From an optimization exercise on the open Yosys and OpenROAD flow, aimed at small area, a short achievable clock period and few clock cycles; shortcuts taken in it are not production practice. Only simulation tests tie the RTL to the original design; equivalence was not proved.

==> job 1018: inputs <==
==> flow/design.v (excerpt) <==
module gun(
    input rst_i,
    input clk_i,
    input [15:0] sw_i,
    output busy,
    output [14:0] leds
);
export LEC_CHECK = 0
export CAP_MARGIN = 20
export CORE_MARGIN = 2
export CORE_UTILIZATION = 40
export SETUP_SLACK_MARGIN = 1.3
export SLEW_MARGIN = 20
export SYNTH_HIERARCHICAL = 1
export SYNTH_MINIMUM_KEEP_SIZE = 0
create_clock -name core_clock -period 4.0 [get_ports {clk_i}]
standard.sh (not shown) runs the stock make flow with config.mk's settings and CLKGATE_MAP_FILE= SYNTH_SCRIPT=/design/flow/synth_recipe.tcl, a recipe that flattens the netlist after the stock synthesis.
==> flow/flow/run.sh <==
#!/bin/bash
set -euo pipefail
cd "$(dirname "${BASH_SOURCE[0]}")/.."
bash standard.sh finish ADDER_MAP_FILE= "BUFFER_PORTS_ARGS=-buffer_cell sky130_fd_sc_hd__buf_2" > standard_flow.log 2>&1
==> job 9025: changes against job 1018 <==
- SETUP_SLACK_MARGIN: 1.3 -> 1.2
- TNS_END_PERCENT: unset -> 10
==> notes <==
- Of job 1018 and job 9025, job 1018 has the higher non-clock buffer count (gap 16).
- In job 9025 the cell count is lower than in job 1018, by about 2.4%.
- Against job 1018, the worst setup slack of job 9025 is lower by 0.076 ns.
- Of job 9025 and job 1018, job 1018 has the higher first-iteration DRC count (gap 3.4%, measured against job 1018).
- In worst hold slack, job 9025 and job 1018 hardly differ.
- Job 1018 ran to the end with no violations. Job 9025 ran to the end with no violations.
- In job 1018 the global-route usage is higher than in job 9025, by 0.29 points.
- In job 9025 the cell area is lower than in job 1018, by 3.0%.
- Register-to-register slack: job 1018 is better than job 9025 (0.13 ns).
- In clock-buffer cell count, job 1018 and job 9025 do not differ.
Testbench counts of job 1018, summed over its fixed seeds: cycles 6,400.
Testbench counts of job 9025, summed over its fixed seeds: cycles 6,400.

* * *

==> inputs of wip/indigo <==
Another version of the RTL of gun (not shown whole).
## gun
module gun(
    input rst_i,
    input clk_i,
    input [15:0] sw_i,
    output busy,
    output [14:0] leds
);
clock: 4.0 ns
lec_check: 0
cap_margin: 20
core_margin: 2
core_utilization: 40
slew_margin: 20
synth_hierarchical: 1
synth_minimum_keep_size: 0
Scripts as last shown in full above: flow/flow/run.sh
==> wip/pepper: changes against wip/indigo <==
--- a/flow/design.v
+++ b/flow/design.v
@@ -274,17 +274,17 @@
 );
 wire [7:0] a = sw_i[15:8];
 wire [6:0] b = sw_i[6:0];
 reg c1, c2;          
 reg [14:0] r0;
 reg [14:0] r1;       
 wire [8:0] v;
 wire [14:0] sum, car;
-wire [6:0] ap = {r1[13], r0[14], r0[13], r0[12], r0[11], r0[10], r0[9]};
+wire [6:0] ap = {r1[0], r1[13], r1[12], r1[11], r1[10], r1[8], r1[1]};
 gun_st1 st1(.a(a), .b(b), .v(v));
 gun_out out(.r0(r0), .c({r1[13], r1[12], r1[11], r1[10], r1[8], r1[1]}), .y(leds));
 wire [8:0] v2 = r0[8:0];
 wire xp1 = ap[0] & v2[0];
 wire xp2 = ap[0] & v2[1];
 wire xp3 = ap[0] & v2[2];
 wire xp4 = ap[0] & v2[3];
 wire xp5 = ap[0] & v2[4];
@@ -454,19 +454,20 @@
 always @(posedge clk_i) begin
     c1 <= rst_i;
     c2 <= c1 & ~rst_i;
 end
 always @(posedge clk_i) begin
     if (c2)
         r0 <= sum;
     else if (c1)
-        r0 <= {a[5:0], v};
+        r0[8:0] <= v;
 end
 always @(posedge clk_i) begin
-    if (c2) r1[1] <= car[1];
-    if (c2) r1[8] <= car[8];
-    if (c2) r1[10] <= car[10];
-    if (c2) r1[11] <= car[11];
-    if (c2) r1[12] <= car[12];
-    if (c2) r1[13] <= car[13]; else if (c1) r1[13] <= a[6];
+    if (c2) r1[0] <= 1'b0; else if (c1) r1[0] <= a[6];
+    if (c2) r1[1] <= car[1]; else if (c1) r1[1] <= a[0];
+    if (c2) r1[8] <= car[8]; else if (c1) r1[8] <= a[1];
+    if (c2) r1[10] <= car[10]; else if (c1) r1[10] <= a[2];
+    if (c2) r1[11] <= car[11]; else if (c1) r1[11] <= a[3];
+    if (c2) r1[12] <= car[12]; else if (c1) r1[12] <= a[4];
+    if (c2) r1[13] <= car[13]; else if (c1) r1[13] <= a[5];
 end
 endmodule
==> flow/flow/run.sh (replaced) <==
#!/bin/bash
set -euo pipefail
cd "$(dirname "${BASH_SOURCE[0]}")/.."
export ADDER_MAP_FILE=
bash standard.sh finish > standard_flow.log 2>&1
==> wip/fjord: changes against wip/indigo <==
Settings changed: SETUP_SLACK_MARGIN from default to 0.5.
==> flow_metrics.py <==
metrics = {
    "routing": {
        "drtIter0Drc": 138,
    },
    "timing": {
        "worst_slew_pin_slew_ps": 739,
    },
    "run_status": {
        "status": "no timing/DRC/antenna violations",
    },
    "cells_and_area": {
        "finish.instance_area_mm2": 0.00428,
    },
    "place": {
        "pre_cts_ws_ps": 529,
    },
}
Source of the figures above: wip/pepper

==> flow_metrics.py <==
metrics = {
    "run_status": {
        "status": "no timing/DRC/antenna violations",
    },
    "place": {
        "pre_cts_ws_ps": 819,
    },
    "cells_and_area": {
        "finish.instance_area_mm2": 0.00395,
    },
    "timing": {
        "worst_slew_pin_slew_ps": 659,
    },
    "routing": {
        "drtIter0Drc": 159,
    },
    "yosys": {
        "synth_top_area_share_pct": 16.9,
    },
}
Source of the figures above: wip/fjord

==> flow_metrics.py <==
metrics = {
    "yosys": {
        "synth_compound_area_share_pct": 13.5,
    },
    "min_path": {
        "hold_depth": 1,
        "hp-start": "c1",
    },
    "place": {
        "gp_congestion": 0.828,
        "pre_cts_ws_ps": 819,
    },
    "routing": {
        "drtIter0Drc": 159,
    },
    "run_status": {
        "status": "no timing/DRC/antenna violations",
    },
    "setup_path": {
        "crit_path_cell_trace": "nand4_4, o41ai_4, a41o_1, maj3_1, xor2_1, buf_2",
        "crit_fanout": 11,
    },
    "cells_and_area": {
        "finish.instance_area_mm2": 0.00395,
        "fin_nets": 475,
    },
}
Source of the figures above: wip/indigo

Testbench counts of wip/indigo, summed over its fixed seeds: cycles 6,400.
Testbench counts of wip/pepper, summed over its fixed seeds: cycles 6,400.
Testbench counts of wip/fjord, summed over its fixed seeds: cycles 6,400.

## static timing again, ports no longer ideal
Ports are ideal in the flow. The routed layouts listed here were re-timed in OpenROAD. Step 1: set_driving_cell puts a clkbuf_16 on clk_i and a buf_2 on each other input, an assumption about the parent block. Step 2, shift: input delay + t, output delay - t, t = (earliest + latest rising clock arrival at the registers) / 2. This alone moves slack from input paths to output paths. Slacks: no drivers / after step 1 / after step 2; pairs: no drivers / after step 1.
| run | t (ns) | slack for setup (ns) | worst setup path at the end |
|---|---|---|---|
| job 1018 | 0.331 | 1.316 / 1.279 / 1.243 | input to register |
| job 9025 | 0.324 | 1.239 / 1.239 / 1.239 | register to register |
| wip/indigo | 0.302 | 0.683 / 0.655 / 0.782 | register to register |
| wip/pepper | 0.296 | 0.485 / 0.454 / 0.537 | input to register |
| wip/fjord | 0.302 | 0.683 / 0.655 / 0.782 | register to register |
After both steps setup and hold are still met in every run listed. The setup slack of job 1018, which loses most, moves by -0.037 ns with the drivers and by -0.073 ns with both steps.
